This design comes from an exercise in tuning for small area on the open sky130 flow, not from production work.
Only simulation tests tie the RTL to the original design; equivalence was not proved.
Power and IR drop assume default switching activity.

==> design.v <==
`timescale 1ns / 1ps
module lcd_driver(line1, line2, clk, rst, lcd_rs, lcd_w, lcd_e, data);
		input [127:0]line1;
		input [127:0]line2;
		input clk;
		input rst;
		output lcd_rs, lcd_w, lcd_e;
		output [3:0]data;
		reg lcd_rs, lcd_w, lcd_e;
		reg [3:0]data;
		reg [7:0] db;
		reg [19:0]counter;
		reg [5:0] state;
		reg [2:0] s1;
		reg [6:0] idx;
		always @(posedge clk) begin
			if(rst) begin
				counter <= 20'b0;
				state <= 6'b0;
				s1 <= 3'b0;
				idx <= 7'b1111111;
				lcd_rs <= 0;
				lcd_w <= 0;
				lcd_e <= 0;
				data <= 4'b0;
			end
			else if(counter == 500) begin
				case(state)
					6'b000000: begin
									lcd_e <= 0;
									state <= state + 1;
								end
					6'b000001: begin
									lcd_rs <= 0;
									lcd_w <= 0;
									data <= 4'b0011;
									state <= state + 1;
								end
					6'b000010: begin
									lcd_e <= 1;
									state <= state + 1;
								end
					6'b000011: begin
									lcd_e <= 0;
									state <= state + 1;
								end
					6'b000100: begin
									lcd_rs <= 0;
									lcd_w <= 0;
									data <= 4'b0011;
									state <= state + 1;
								end
					6'b000101: begin
									lcd_e <= 1;
									state <= state + 1;
								end
					6'b000110: begin
									lcd_e <= 0;
									state <= state + 1;
								end
					6'b000111: begin
									lcd_rs <= 0;
									lcd_w <= 0;
									data <= 4'b0011;
									state <= state + 1;
								end
					6'b001000: begin
									lcd_e <= 1;
									state <= state + 1;
								end
					6'b001001: begin
									lcd_e <= 0;
									state <= state + 1;
								end
					6'b001010: begin
									lcd_rs <= 0;
									lcd_w <= 0;
									data <= 4'b0010;
									state <= state + 1;
								end
					6'b001011: begin
									lcd_e <= 1;
									state <= state + 1;
								end
					6'b001100: begin
									lcd_e <= 0;
									state <= state + 1;
								end
					6'b001101: begin
									lcd_rs <= 0;
									lcd_w <= 0;
									data <= 4'b0010;
									state <= state + 1;
								end
					6'b001110: begin
									lcd_e <= 1;
									state <= state + 1;
								end
					6'b001111: begin
									lcd_e <= 0;
									state <= state + 1;
								end
					6'b010000: begin
									lcd_rs <= 0;
									lcd_w <= 0;
									data <= 4'b1000;
									state <= state + 1;
								end
					6'b010001: begin
									lcd_e <= 1;
									state <= state + 1;
								end
					6'b010010: begin
									lcd_e <= 0;
									state <= state + 1;
								end
					6'b010011: begin
									lcd_rs <= 0;
									lcd_w <= 0;
									data <= 4'b0000;
									state <= state + 1;
								end
					6'b010100: begin
									lcd_e <= 1;
									state <= state + 1;
								end
					6'b010101: begin
									lcd_e <= 0;
									state <= state + 1;
								end
					6'b010110: begin
									lcd_rs <= 0;
									lcd_w <= 0;
									data <= 4'b0110;
									state <= state + 1;
								end
					6'b010111: begin
									lcd_e <= 1;
									state <= state + 1;
								end
					6'b011000: begin
									lcd_e <= 0;
									state <= state + 1;
								end
					6'b011001: begin
									lcd_rs <= 0;
									lcd_w <= 0;
									data <= 4'b0000;
									state <= state + 1;
								end
					6'b011010: begin
									lcd_e <= 1;
									state <= state + 1;
								end
					6'b011011: begin
									lcd_e <= 0;
									state <= state + 1;
								end
					6'b011100: begin
									lcd_rs <= 0;
									lcd_w <= 0;
									data <= 4'b1100;
									state <= state + 1;
								end
					6'b011101: begin
									lcd_e <= 1;
									state <= state + 1;
								end
					6'b011110: begin
									lcd_e <= 0;
									state <= state + 1;
								end
					6'b011111: begin
									lcd_rs <= 0;
									lcd_w <= 0;
									data <= 4'b0000;
									state <= state + 1;
								end
					6'b100000: begin
									lcd_e <= 1;
									state <= state + 1;
								end
					6'b100001: begin
									lcd_e <= 0;
									state <= state + 1;
								end
					6'b100010: begin
									lcd_rs <= 0;
									lcd_w <= 0;
									data <= 4'b0001;
									state <= state + 1;
								end
					6'b100011: begin
									lcd_e <= 1;
									state <= state + 1;
								end
					6'b100100: begin
									lcd_e <= 0;
									state <= state + 1;
								end
					6'b100101: begin
									lcd_rs <= 0;
									lcd_w <= 0;
									data <= 4'b1000;
									state <= state + 1;
								end
					6'b100110: begin
									lcd_e <= 1;
									state <= state + 1;
								end
					6'b100111: begin
									lcd_e <= 0;
									state <= state + 1;
								end
					6'b101000: begin
									lcd_rs <= 0;
									lcd_w <= 0;
									data <= 4'b0000;
									state <= state + 1;
								end
					6'b101001: begin
									lcd_e <= 1;
									state <= state + 1;
								end
					6'b101010:begin
									case(s1)
										3'b000: begin
													db= {line1[idx],line1[idx-1],line1[idx-2],line1[idx-3],line1[idx-4],line1[idx-5],line1[idx-6],line1[idx-7]};
													lcd_e <= 0;
													s1 <= s1 + 1;
												end
										3'b001: begin
													lcd_rs <= 1;
													lcd_w <= 0;
													data <= db[7:4];
													s1 <= s1 + 1;
												end
										3'b010: begin
													lcd_e <= 1;
													s1 <= s1 + 1;
												end
										3'b011: begin
													lcd_e <= 0;
													s1 <= s1 + 1;
												end
										3'b100: begin
													lcd_rs <= 1;
													lcd_w <= 0;
													data <= db[3:0];
													s1 <= s1 + 1;
												end
										3'b101: begin
													lcd_e <= 1;
													if(idx > 7'b0000111) begin
														idx <= idx - 8;
													end
													else begin
														state <= state + 1;
														idx <= 7'b1111111;
													end
													s1 <= 3'b000;
												end
									endcase
								end
					6'b101011: begin
									lcd_e <= 0;
									state <= state + 1;
								end
					6'b101100: begin
									lcd_rs <= 0;
									lcd_w <= 0;
									data <= 4'b1100;
									state <= state + 1;
								end
					6'b101101: begin
									lcd_e <= 1;
									state <= state + 1;
								end
					6'b101110: begin
									lcd_e <= 0;
									state <= state + 1;
								end
					6'b101111: begin
									lcd_rs <= 0;
									lcd_w <= 0;
									data <= 4'b0000;
									state <= state + 1;
								end
					6'b110000: begin
									lcd_e <= 1;
									state <= state + 1;
								end
					6'b110001:begin
									case(s1)
										3'b000: begin
													db= {line2[idx],line2[idx-1],line2[idx-2],line2[idx-3],line2[idx-4],line2[idx-5],line2[idx-6],line2[idx-7]};
													lcd_e <= 0;
													s1 <= s1 + 1;
												end
										3'b001: begin
													lcd_rs <= 1;
													lcd_w <= 0;
													data <= db[7:4];
													s1 <= s1 + 1;
												end
										3'b010: begin
													lcd_e <= 1;
													s1 <= s1 + 1;
												end
										3'b011: begin
													lcd_e <= 0;
													s1 <= s1 + 1;
												end
										3'b100: begin
													lcd_rs <= 1;
													lcd_w <= 0;
													data <= db[3:0];
													s1 <= s1 + 1;
												end
										3'b101: begin
													lcd_e <= 1;
													if(idx > 7'b0000111) begin
														idx <= idx - 8;
													end
													else begin
														state <= state + 1;
														idx <= 7'b1111111;
													end
													s1 <= 3'b000;
												end
									endcase
								end
					6'b110010: begin
									lcd_e <= 0;
								end
				endcase
				counter <= 20'b0;
			end
			else begin
				counter <= counter + 1;
			end
		end
endmodule
==> run.sh <==
#!/bin/bash
# synth_recipe.tcl (not shown) runs the flow's synth.tcl, then flattens the netlist and writes it again
# the make line also repeats each setting of config.mk as NAME=value (left out here)
make -C /OpenROAD-flow-scripts/flow DESIGN_CONFIG=/design/flow/config.mk WORK_HOME=/design/flow/orfs CLKGATE_MAP_FILE= SYNTH_SCRIPT=/design/flow/synth_recipe.tcl finish
==> config.mk <==
export PLATFORM = sky130hd
export DESIGN_NAME = lcd_driver
export DESIGN_NICKNAME = lcd_driver
export VERILOG_FILES = /design/flow/design.v
export SDC_FILE = /design/flow/constraint.sdc
export NUM_CORES = 4
export LEC_CHECK = 0
export CAP_MARGIN = 20
export CORE_MARGIN = 2
export CORE_UTILIZATION = 40
export SLEW_MARGIN = 20
==> constraint.sdc <==
create_clock -name core_clock -period 10.0 [get_ports {clk}]
set_input_delay 2.0000 -clock core_clock [delete_from_list [all_inputs] [get_ports {clk}]]
set_output_delay 2.0000 -clock core_clock [all_outputs]
set_load 0.01 [all_outputs]
==> flow_metrics.py, run 1 <==
metrics = {
    "yosys": {
        "synth-edff-count": 8,
        "ys_warn_count": 1,
        "synth_cell_types": 70,
        "synth-seq-cells": 48,
        "synthFlopType": "dfxtp_1",
        "synth_nets": 969,
        "mappedNetlistArea_mm2": 0.00618,
        "syn_area_per_cell_um2": 8.85,
        "synthCells": 698,
        "seq_area_frac_synth_pct": 16.8,
        "async_flop_share_pct": 0,
    },
    "critical_path": {
        "max_stage_delay_ps": 790,
        "start_kind": "flop",
        "crit_path_end_kind": "flop",
        "cpLargestDelayFamily": "simple AND/OR/NAND/NOR gates",
        "r2r_end": "db[2]",
        "worstRegToRegCells": 8,
        "cp_cell_sequence": "or3b_1, nor2_8, buf_4, mux4_2, a22oi_1, nor2_1, o41ai_1, nor3_1",
        "r2r_setup_slack_ps": 5660,
        "path_class": "reg -> reg",
        "r2r_start": "state[3]",
        "arrival_ps": 4370,
        "crit_buf_inv": 1,
        "cp_max_fo": 58,
        "crit_slowest_cell": "buf_4",
        "required_ps": 10030,
    },
    "placed_design": {
        "port_buffers": 263,
        "place_ws_ps": 5720,
        "dpl.hpwl_um": 20100,
        "placed_cells_incl_taps": 1104,
        "gp_congestion": 0.977,
    },
    "floorplanning": {
        "io_pins": 265,
        "core_mm2": 0.0151,
        "die_w_um": 128,
        "dieArea_mm2": 0.0165,
        "die_h_um": 128,
        "core.rowCount": 45,
        "initial_core_util_pct": 40.8,
    },
    "sta": {
        "min_period_over_period_pct": 43.4,
        "tns_ps": 0,
        "rsz0062_at_grt": "no",
        "slew_violations": 0,
        "max_freq_mhz": 230,
        "hold_viol_final": 0,
        "skew_ps": 6.55,
        "worst_pin_slew_ps": 976,
        "setup_viol": 0,
        "slew_headroom_pct": 34.9,
        "period_needed_ps": 4340,
        "postLayoutSetupSlackWorst_ps": 5660,
    },
    "clock_tree": {
        "clkSinkCount": 48,
        "ctsResizeCount": 0,
        "cts_setup_buffers": 0,
        "ctsHoldBuffers": 0,
        "clock_latency_ps": 290,
        "cts_buffer_depth": 2,
        "htree_levels": 2,
        "cts.clk_slew.worst_paths_ps": 70,
        "cts-root-buf": "clkbuf_16",
        "numCtsBuffers": 5,
        "cts_tree": "built",
    },
    "cells_and_area": {
        "final_common_cell": "clkdlybuf4s50_1",
        "fin_util_pct": 59.3,
        "layout.cells.non_filler": 1113,
        "mostFrequentLayoutCells": "263 x clkdlybuf4s50_1, 83 x mux2i_1, 70 x nor2_1",
        "drive_gt1_share_pct": 9.42,
        "area_delta_synth_final_pct": 45.4,
        "layout.nets": 1194,
    },
    "grt": {
        "grt_overflow": 0,
        "track_usage_pct": 28.7,
        "antenna_found_initial": 2,
        "grt_max_degree": 59,
        "grt_pass1_vias": 6736,
        "grt_pass1_wl_um": 36900,
    },
    "job": {
        "drv_cap": 0,
    },
    "detailed_routing": {
        "drc": 0,
        "routedWlPerCell_um": 22.1,
        "viasPerCell": 6.17,
        "firstDrtPassIters": 8,
        "drtAntennaViolNets": 0,
        "drt-total-wl_um": 24600,
        "drt-initial-drc-count": 763,
        "vias": 6865,
    },
    "hold_path": {
        "hold_depth": 1,
        "min_from": "counter[0]",
        "hp-class": "reg -> reg",
        "whs_endpoint": "counter[0]",
    },
    "power_and_ir_drop": {
        "vdd_drop_max_mv": 0.0797,
        "p_per_area_mw_per_mm2": 61.2,
        "power.leakage_nw": 3.04,
    },
    "run_status": {
        "status": "timing/DRC/antenna clean",
    },
}
## worst reg2reg max path: stages, from the launching register on
cell	delay [ps]
dfxtp_1	590
or3b_1	600
nor2_8	780
buf_4	790
mux4_2	480
a22oi_1	280
nor2_1	80
o41ai_1	350
nor3_1	120
## how the worst max path moves through the flow
stage | startpoint | to | depth (start not counted)
2_1_floorplan | rst | db[0] | 2
3_3_place_gp | state[3] | db[2] | 8
4_1_cts | state[3] | db[2] | 8
6_report | state[3] | db[2] | 8
5_1_grt | state[3] | db[5] | 8
3_5_place_dp | state[3] | db[2] | 8
## per-layer routing
layer | up-vias | track usage [%] | routed length (µm)
li1 | 3167 | - | -
met1 | 3312 | 37.6 | 9930
met2 | 349 | 50.5 | 12500
met3 | 37 | 3.71 | 1770
met4 | 0 | 6.08 | 388
met5 | - | 0 | 0
## cells by family (layout without fill, tap and decap cells)
kind of cell    count (synthesis)  count (layout)  synth area share [%]
mux                           137             137                  32.2
compound gates                182             182                  20.3
buf+inv                        72             298                  6.18
flops                          48              48                  16.8
xor+xnor                       32              32                  4.54
fa+ha+maj                      13              13                  2.63
other cells                     1               2                0.0607
simple gates                  213             213                  17.3
## flip-flops by register name, summed over array words and instances (netlist names)
register and count:
counter 20, data 4, db 8, idx 5, lcd_e 1, lcd_rs 1
s1 3, state 6
## area by class of cell
cell class / instances / area, µm²
Timing Repair Buffer: 273 / 2710
Clock inverter: 2 / 15.0
Tap cell: 188 / 235
Multi-Input combinational cell: 578 / 4770
Inverter: 17 / 63.8
Fill cell: 1358 / 6160
Antenna cell: 1 / 2.50
Clock buffer: 6 / 150
Sequential cell: 48 / 1040
## cells in the mapped netlist (5+ instances only)
library cell	instances	area share, %
inv_1	15	0.91
buf_6	5	0.91
buf_4	5	0.61
nand4_1	9	0.91
edfxtp_1	8	3.9
a221oi_1	10	1.4
and3b_1	5	0.71
o221ai_1	20	2.8
ha_1	13	2.6
a31oi_1	8	0.81
or2_2	6	0.61
a22oi_1	8	0.97
a211oi_1	5	0.61
mux2i_1	83	13
a21oi_1	40	3.2
buf_2	9	0.73
nor4_1	5	0.51
xnor2_1	16	2.3
or3_1	5	0.51
xor2_1	16	2.3
mux2_2	5	0.91
nor3_1	10	0.81
clkbuf_1	31	1.9
mux4_2	49	18
o211ai_1	5	0.61
nand2_1	38	2.3
nor2_1	70	4.3
o21ai_0	33	2.7
nor2b_1	11	1.1
o22ai_1	17	1.7
dfxtp_1	40	13
nand3_1	28	2.3
a2111oi_0	5	0.71
and2_1	6	0.61
## through the flow
stage	power (mW)	hold slack (ps)	cell area, µm²
global placement	0.363	457	8810
CTS	0.552	486	8980
floorplan	0.245	441	6180
finish	0.550	480	8990
detailed placement	0.365	470	8810
global route	0.569	504	8990
## where the power goes
part | internal [mW] | switching [mW]
logic | 0.117 | 0.0469
clock network | 0.109 | 0.0789
registers | 0.197 | 0.00119
total | 0.423 | 0.127
==> run 2, diff against run 1 <==
==> design.v (replaced) <==
module lcd_driver(line1, line2, clk, rst, lcd_rs, lcd_w, lcd_e, data);
  input  [127:0] line1;
  input  [127:0] line2;
  input  clk;
  input  rst;
  output lcd_rs, lcd_w, lcd_e;
  output [3:0] data;
  reg [8:0] div;      
  reg [1:0] ph;       
  reg [1:0] sec;      
  reg [3:0] c;        
  reg       h;        
  reg [3:0] dreg;
  wire tick = (div == 9'd500);
  wire done = (sec == 2'd3) & (&c) & h;
  wire       h_n   = ~h;
  wire       cc    = h & ((&c) | (sec == 2'd2));
  wire [3:0] c_n   = (sec == 2'd2) ? 4'd0 : c + {3'b0, h};
  wire [1:0] sec_n = sec + {1'b0, cc};
  wire [127:0] ln  = sec_n[1] ? line2 : line1;
  wire [4:0]   k   = {c_n, h_n};
  wire [3:0]   lnib = ln[(5'd31 - k)*4 +: 4];
  reg  [3:0]   cnib;
  always @* begin
    case ({sec_n[1], c_n, h_n})
      6'b0_1001_0: cnib = 4'h3;
      6'b0_1001_1: cnib = 4'h3;
      6'b0_1010_0: cnib = 4'h3;
      6'b0_1010_1: cnib = 4'h2;
      6'b0_1011_0: cnib = 4'h2;
      6'b0_1011_1: cnib = 4'h8;
      6'b0_1100_0: cnib = 4'h0;
      6'b0_1100_1: cnib = 4'h6;
      6'b0_1101_0: cnib = 4'h0;
      6'b0_1101_1: cnib = 4'hC;
      6'b0_1110_0: cnib = 4'h0;
      6'b0_1110_1: cnib = 4'h1;
      6'b0_1111_0: cnib = 4'h8;
      6'b0_1111_1: cnib = 4'h0;
      6'b1_0000_0: cnib = 4'hC;
      6'b1_0000_1: cnib = 4'h0;
      default:     cnib = 4'hx;
    endcase
  end
  wire [3:0] nib = sec_n[0] ? lnib : cnib;
  always @(posedge clk) begin
    if (rst) begin
      div  <= 9'd0;
      ph   <= 2'd3;
      sec  <= 2'd0;
      c    <= 4'd8;
      h    <= 1'b1;
      dreg <= 4'd0;
    end else begin
      div <= tick ? 9'd0 : div + 9'd1;
      if (tick) begin
        case (ph)
          2'd3: ph <= 2'd2;
          2'd0: ph <= 2'd1;
          2'd1: ph <= 2'd2;
          2'd2: if (!done) begin
                  ph   <= 2'd0;
                  sec  <= sec_n;
                  c    <= c_n;
                  h    <= h_n;
                  dreg <= nib;
                end
        endcase
      end
    end
  end
  assign lcd_rs = sec[0];
  assign lcd_w  = 1'b0;
  assign lcd_e  = (ph == 2'd1);
  assign data   = dreg;
endmodule
==> flow/run.sh (new file) <==
#!/bin/bash
# Standard ORFS layout, with the port buffers made from the smallest buffer cell.
set -euo pipefail
export BUFFER_PORTS_ARGS="-buffer_cell sky130_fd_sc_hd__buf_1"
bash standard.sh finish > orfs_make.log 2>&1
==> standard.sh (new file) <==
#!/bin/bash
# synth_recipe.tcl (not shown) runs the flow's synth.tcl, then flattens the netlist and writes it again
# the make line also repeats each setting of config.mk as NAME=value (left out here)
make -C /OpenROAD-flow-scripts/flow DESIGN_CONFIG=/design/flow/config.mk WORK_HOME=/design/flow/orfs CLKGATE_MAP_FILE= SYNTH_SCRIPT=/design/flow/synth_recipe.tcl "${@:-finish}"
removed: run.sh
==> run 2 against run 1 <==
Compared with the run above:
- maximum frequency shrank 14%
- synthesized cell count shrank 29%
- setup slack lost 710 ps
- die area shrank 43%
- wire length shrank 35%
- first-iteration DRC count shrank 54%
- final cell count shrank 25%
==> flow_metrics.py, run 2 <==
metrics = {
    "critical_path": {
        "arrival_ps": 5220,
        "r2r_end": "dreg[3]",
        "cpLargestDelayFamily": "buffers and inverters",
        "required_ps": 10170,
        "max_stage_delay_ps": 810,
        "crit_start": "sec[1]",
        "crit_buf_inv": 2,
        "cp_max_fo": 60,
        "crit_path_end_kind": "flop",
        "r2r_setup_slack_ps": 4950,
        "r2r_start": "sec[1]",
        "cpMostUsedCell": "buf_4",
        "crit_cells": 12,
        "path_class": "reg -> reg",
        "worstRegToRegCells": 12,
        "start_kind": "flop",
        "crit_slowest_cell": "dfxtp_1",
        "cp_cell_sequence": "nand2b_1, a21oi_1, ha_1, xnor2_4, buf_4, buf_4, mux4_2, nand2_1, o221ai_1, a221o_1, a211oi_1, nor3_1",
    },
    "hold_path": {
        "hp-class": "reg -> reg",
        "min_from": "div[0]",
        "hold_depth": 1,
        "whs_endpoint": "div[0]",
    },
    "clock_tree": {
        "cts_buffer_depth": 2,
        "cts_tree": "built",
        "numCtsBuffers": 3,
        "ctsResizeCount": 0,
        "ctsHoldBuffers": 0,
        "clkSinkCount": 22,
        "clock_latency_ps": 280,
        "cts.clk_slew.worst_paths_ps": 90,
        "cts_setup_buffers": 0,
        "htree_levels": 1,
        "cts-root-buf": "clkbuf_8",
    },
    "cells_and_area": {
        "final_common_cell": "buf_1",
        "multiInputGateArea_mm2": 0.00281,
        "post-route-cell-area_mm2": 0.00453,
        "largest_register_ffs": 9,
        "mostFrequentLayoutCells": "263 x buf_1, 108 x nand2_1, 58 x a21oi_1",
        "insertedDiodeCount": 0,
        "area_delta_synth_final_pct": 30.8,
        "n_fill_cell": 916,
        "layout.nets": 994,
        "top_register": "div",
        "register_area_um2": 440,
        "drive_gt1_share_pct": 4.25,
    },
    "job": {
        "drv_cap": 0,
    },
    "power_and_ir_drop": {
        "vdd_drop_max_mv": 0.0564,
        "power.leakage_nw": 1.93,
        "p_per_area_mw_per_mm2": 54.7,
    },
    "yosys": {
        "synthCells": 498,
        "synth_most_common_cell": "nand2_1",
        "synth_top_area_cell": "mux2i_1",
        "synth-seq-cells": 22,
        "synthFlopType": "dfxtp_1",
        "synth_cell_types": 48,
        "mappedNetlistArea_mm2": 0.00346,
        "seq_area_frac_synth_pct": 12.7,
        "async_flop_share_pct": 0,
        "syn_area_per_cell_um2": 6.95,
        "synth_common_cells": "108 x nand2_1, 58 x a21oi_1, 53 x mux2i_1, 25 x nor2_1, 24 x o22ai_1",
        "synth_top_cells_by_area": "mux2i_1 15%, dfxtp_1 13%, nand2_1 12%",
        "synth.top_cell.area_share_pct": 15.3,
        "synth_nets": 761,
        "ys_warn_count": 1,
        "synth-edff-count": 0,
    },
    "detailed_routing": {
        "drtAntennaViolNets": 0,
        "drc": 0,
        "firstDrtPassIters": 7,
        "vias": 4878,
        "routedWlPerCell_um": 19.3,
        "drt-initial-drc-count": 351,
        "viasPerCell": 5.84,
        "drt-total-wl_um": 16100,
    },
    "sta": {
        "skew_ps": 7.78,
        "hold_ws_ps": 467,
        "period_needed_ps": 5050,
        "hold_viol_final": 0,
        "slew_violations": 0,
        "worst_pin_slew_ps": 952,
        "setup_viol": 0,
        "rsz0062_at_grt": "no",
        "max_freq_mhz": 198,
        "tns_ps": 0,
        "min_period_over_period_pct": 50.5,
        "slew_headroom_pct": 36.5,
    },
    "floorplanning": {
        "die_h_um": 97.1,
        "initial_core_util_pct": 41.7,
        "die_w_um": 97.1,
        "dieArea_mm2": 0.00942,
        "core.rowCount": 33,
        "io_pins": 265,
        "core_mm2": 0.00830,
    },
    "run_status": {
        "status": "timing/DRC/antenna clean",
    },
    "placed_design": {
        "gp_congestion": 0.948,
        "dpl.hpwl_um": 12700,
        "port_buffers": 263,
        "place_area_mm2": 0.00443,
    },
    "grt": {
        "grt_max_degree": 61,
        "antenna_found_initial": 0,
        "grt_pass1_vias": 4643,
        "grt_overflow": 0,
        "track_usage_pct": 31.7,
        "grt_pass1_wl_um": 24100,
    },
}
## run 2: cell count changes after synthesis, sizes merged, moves of 10 or more
cell	change
nand3	-14
nor2	-45
o21ai	-13
xor2	-10
mux2i	-30
a21oi	+18
mux4	-39
nand2	+70
dfxtp	-18
xnor2	-10
o221ai	-15
## run 2: final cells by class
type,count,area share (%)
multi-input cells,428,62.0
repair buffers,269,23.2
flip-flops and latches,22,9.72
well taps,105,2.90
clock buffers,3,0.911
clock inverters,1,0.663
inverters,7,0.580
## run 2: per-layer routing
metal	routed length [µm]	global-route usage, %
met5	0	0
met4	430	9.64
met3	1290	5.11
met2	7710	53.6
met1	6640	41.5
## run 2: logic make-up after synthesis
group                      synth area share [%]
AOI/OAI and AO/OA                          27.4
xor gates and xnor gates                   3.79
adders and majority gates                  1.81
buffers and inverters                      6.50
DFF                                        12.7
muxes                                      23.8
other                                     0.108
and+or+nand+nor                            23.9
## run 2: report_power, final
part	leakage (nW)	internal (mW)	switching, mW
Clock	0.0357	0.0536	0.0333
Combinational	1.71	0.0382	0.0331
Sequential	0.178	0.0886	0.000949
Total	1.93	0.180	0.0673
## run 2: worst max-delay path by stage
stage	to	slack, ps
final	dreg[3]	4950
after global routing	dreg[1]	4600
after CTS	dreg[1]	5000
after detailed placement	dreg[3]	5020
after global placement	dreg[3]	5130
after floorplan	dreg[3]	6640
## run 2: metrics by stage
step	total power, mW	std cells	setup slack, ps	util, %
floorplan	0.116	498	6640	-
global placement	0.162	830	5130	53.4
detailed placement	0.162	830	5020	53.4
CTS	0.248	834	5000	54.3
global route	0.259	835	4600	54.6
finish	0.248	835	4950	54.6
## run 2: worst register-to-register path: cells and delay by family, from the launching register on
family	cells	cell delay, ps
fa+ha+maj	1	620
xor+xnor	1	170
buf+inv	2	1340
mux	1	610
flops	1	810
simple gates	3	450
compound gates	4	950
==> run 3, diff against run 2 <==
==> run.sh (new file) <==
#!/bin/bash
# synth_recipe.tcl (not shown) runs the flow's synth.tcl, then flattens the netlist and writes it again
# the make line also repeats each setting of config.mk as NAME=value (left out here)
make -C /OpenROAD-flow-scripts/flow DESIGN_CONFIG=/design/flow/config.mk WORK_HOME=/design/flow/orfs CLKGATE_MAP_FILE= SYNTH_SCRIPT=/design/flow/synth_recipe.tcl finish
removed: flow/run.sh
removed: standard.sh
==> run 3 against run 2 <==
Compared with the run above:
- still clean
- non-clock buffer count unchanged
- setup slack gained 170 ps
- synthesized cell count did not move
- register-to-register slack better by 170 ps
- cell area increased by 36%
- flip-flop and latch count stayed put
- utilization rose by 20 points
- clock skew shrank 0.95 ps
- sequential share of layout area down 2.6 points
- via count up 1.8%
==> flow_metrics.py, run 3 <==
metrics = {
    "run_status": {
        "status": "timing/DRC/antenna clean",
    },
    "detailed_routing": {
        "viasPerCell": 5.94,
        "drt-total-wl_um": 17600,
        "drc": 0,
        "routedWlPerCell_um": 21.0,
        "drtAntennaViolNets": 0,
        "drt-initial-drc-count": 312,
        "vias": 4968,
        "firstDrtPassIters": 5,
    },
    "grt": {
        "grt_pass1_wl_um": 26800,
        "grt_pass1_vias": 4850,
        "grt_max_degree": 72,
        "track_usage_pct": 35.3,
        "antenna_found_initial": 1,
        "grt_overflow": 0,
    },
    "yosys": {
        "synth_top_area_cell": "mux2i_1",
        "synth_most_common_cell": "nand2_1",
        "synth_cell_types": 48,
        "seq_area_frac_synth_pct": 12.7,
        "synth_top_cells_by_area": "mux2i_1 15%, dfxtp_1 13%, nand2_1 12%",
        "synthFlopType": "dfxtp_1",
        "synth-seq-cells": 22,
        "synth.top_cell.area_share_pct": 15.3,
        "async_flop_share_pct": 0,
        "mappedNetlistArea_mm2": 0.00346,
        "syn_area_per_cell_um2": 6.95,
        "ys_warn_count": 1,
        "synth_common_cells": "108 x nand2_1, 58 x a21oi_1, 53 x mux2i_1, 25 x nor2_1, 24 x o22ai_1",
        "synth-edff-count": 0,
        "synthCells": 498,
        "synth_nets": 761,
    },
    "power_and_ir_drop": {
        "p_per_area_mw_per_mm2": 50.4,
        "total_power_mw": 0.310,
        "p_seq_share_pct": 28.9,
        "vdd_drop_max_mv": 0.0826,
        "power.leakage_nw": 2.64,
        "p_switching_mw": 0.0653,
        "swShare_pct": 21.1,
        "pwr-share-comb_pct": 43.7,
        "power.share.clock_pct": 27.5,
        "internal_power_mw": 0.245,
    },
    "critical_path": {
        "r2r_start": "sec[1]",
        "cp_max_fo": 71,
        "required_ps": 10160,
        "arrival_ps": 5040,
        "start_kind": "flop",
        "r2r_end": "dreg[0]",
        "r2r_setup_slack_ps": 5120,
        "path_class": "reg -> reg",
        "crit_path_end_kind": "flop",
        "worstRegToRegCells": 12,
    },
    "sta": {
        "min_period_over_period_pct": 48.8,
        "rsz0062_at_grt": "no",
        "tns_ps": 0,
        "max_freq_mhz": 205,
        "hold_viol_final": 0,
        "slew_headroom_pct": 34.8,
        "worst_pin_slew_ps": 978,
        "skew_ps": 6.83,
        "period_needed_ps": 4880,
        "slew_violations": 0,
        "setup_viol": 0,
    },
    "hold_path": {
        "whs_endpoint": "div[0]",
        "hold_depth": 1,
        "min_from": "div[0]",
        "hp-class": "reg -> reg",
    },
    "floorplanning": {
        "initial_core_util_pct": 41.7,
        "io_pins": 265,
        "dieArea_mm2": 0.00942,
        "die_w_um": 97.1,
        "core.rowCount": 33,
        "die_h_um": 97.1,
        "core_mm2": 0.00830,
    },
    "clock_tree": {
        "cts_buffer_depth": 2,
        "htree_levels": 1,
        "ctsHoldBuffers": 0,
        "cts_setup_buffers": 0,
        "cts-root-buf": "clkbuf_8",
        "clock_latency_ps": 270,
        "numCtsBuffers": 3,
        "cts.clk_slew.worst_paths_ps": 90,
        "ctsResizeCount": 0,
        "clkSinkCount": 22,
        "cts_tree": "built",
    },
    "placed_design": {
        "port_buffers": 263,
        "dpl.hpwl_um": 13900,
        "gp_congestion": 0.973,
    },
    "cells_and_area": {
        "mostFrequentLayoutCells": "263 x clkdlybuf4s50_1, 108 x nand2_1, 58 x a21oi_1",
        "drive_gt1_share_pct": 4.25,
        "layout.nets": 994,
        "n_fill_cell": 677,
        "final_common_cell": "clkdlybuf4s50_1",
        "area_delta_synth_final_pct": 77.8,
        "top_register": "div",
        "largest_register_ffs": 9,
    },
    "job": {
        "drv_cap": 0,
    },
}
[run 3: cell counts after synthesis]
Identical to the previous run, type by type.
[run 3: stage by stage]
| step | instance area [µm²] | util, % | setup WS [ps] | cells | hold slack (ps) |
|---|---|---|---|---|---|
| finish | 6160 | 74.2 | 5120 | 836 | 471 |
| global route | 6160 | 74.2 | 4720 | 835 | 515 |
| CTS | 6160 | 74.2 | 5170 | 835 | 475 |
| detailed placement | 6080 | 73.3 | 5200 | 831 | 456 |
| global placement | 6080 | 73.3 | 5320 | 831 | 442 |
| floorplan | 3460 | - | 6640 | 498 | 430 |
[run 3: cell families (layout without fill, tap and decap cells)]
logic type	count (synthesis)	in the layout	share of synthesized area, %
and+or+nand+nor	187	187	23.9
other	1	2	0.108
DFF	22	22	12.7
AOI/OAI and AO/OA	154	154	27.4
muxes	69	69	23.8
xor gates and xnor gates	12	12	3.79
buffers and inverters	48	280	6.50
adders and majority gates	5	5	1.81
[run 3: worst max path at each step]
stage                     from  endpoint  slack (ps)  cells past startpoint
finish                  sec[1]   dreg[0]        5120                     12
global route            sec[1]   dreg[2]        4720                     12
CTS                     sec[1]   dreg[0]        5170                     11
detailed placement      sec[1]   dreg[0]        5200                     11
global placement        sec[1]   dreg[0]        5320                     11
floorplan           line1[111]   dreg[3]        6640                      6
[run 3: layout make-up]
| class | instances | area [µm²] | area share [%] |
|---|---|---|---|
| Multi-Input combinational cell | 428 | 2810 | 45.6 |
| Timing Repair Buffer | 269 | 2680 | 43.5 |
| Sequential cell | 22 | 440 | 7.15 |
| Tap cell | 105 | 131 | 2.13 |
| Clock buffer | 3 | 41.3 | 0.670 |
| Clock inverter | 1 | 30.0 | 0.488 |
| Inverter | 7 | 26.3 | 0.427 |
| Antenna cell | 1 | 2.50 | 0.0406 |
[run 3: power groups by stage]
stage	logic, mW	registers [mW]	clock network (mW)
6_report	0.135	0.0896	0.0852
2_1_floorplan	0.0251	0.0914	0
4_1_cts	0.135	0.0896	0.0860
5_1_grt	0.143	0.0898	0.0893
3_3_place_gp	0.133	0.0915	0
3_5_place_dp	0.133	0.0917	0
[run 3: metal layers]
layer	part of all wire (%)	GRT usage [%]	vias up
met1	38	44.5	2302
met3	10	7.77	32
met2	49	62.1	307
li1	-	-	2327
met4	2.4	6.83	0
met5	0	0	-
[run 3: critical path: stages, from the launching register on]
cell      delay (ps)
dfxtp_1          800
nand2b_1         310
a21oi_1          230
ha_1             620
xnor2_4          170
buf_4            430
buf_4            840
mux2i_1          300
o22ai_1          110
nor4_1           400
a211oi_1          90
a221oi_1         340
nor3_1           100

re-timing with driven ports:
No port has a modelled driver above. Below, the same layouts with a new extraction and two added sets of constraints. Step 1: set_driving_cell puts a clkbuf_16 on clk and a buf_2 on each other input, an assumption about the parent block. Step 2 also shifts input and output timing later by t, the mid clock arrival at the registers, as if the neighbouring blocks saw the same clock. a / b / c = ideal ports / drivers / drivers and shift; a / b = the first two.
run	t, ns	setup slack, ns	hold slack, ns
run 1	0.327	5.657 / 5.657 / 5.657	0.480 / 0.480 / 0.480
run 2	0.300	4.951 / 4.951 / 4.951	0.467 / 0.467 / 0.467
run 3	0.289	5.117 / 5.117 / 5.117	0.471 / 0.471 / 0.471
After both steps every run listed still meets setup and hold.
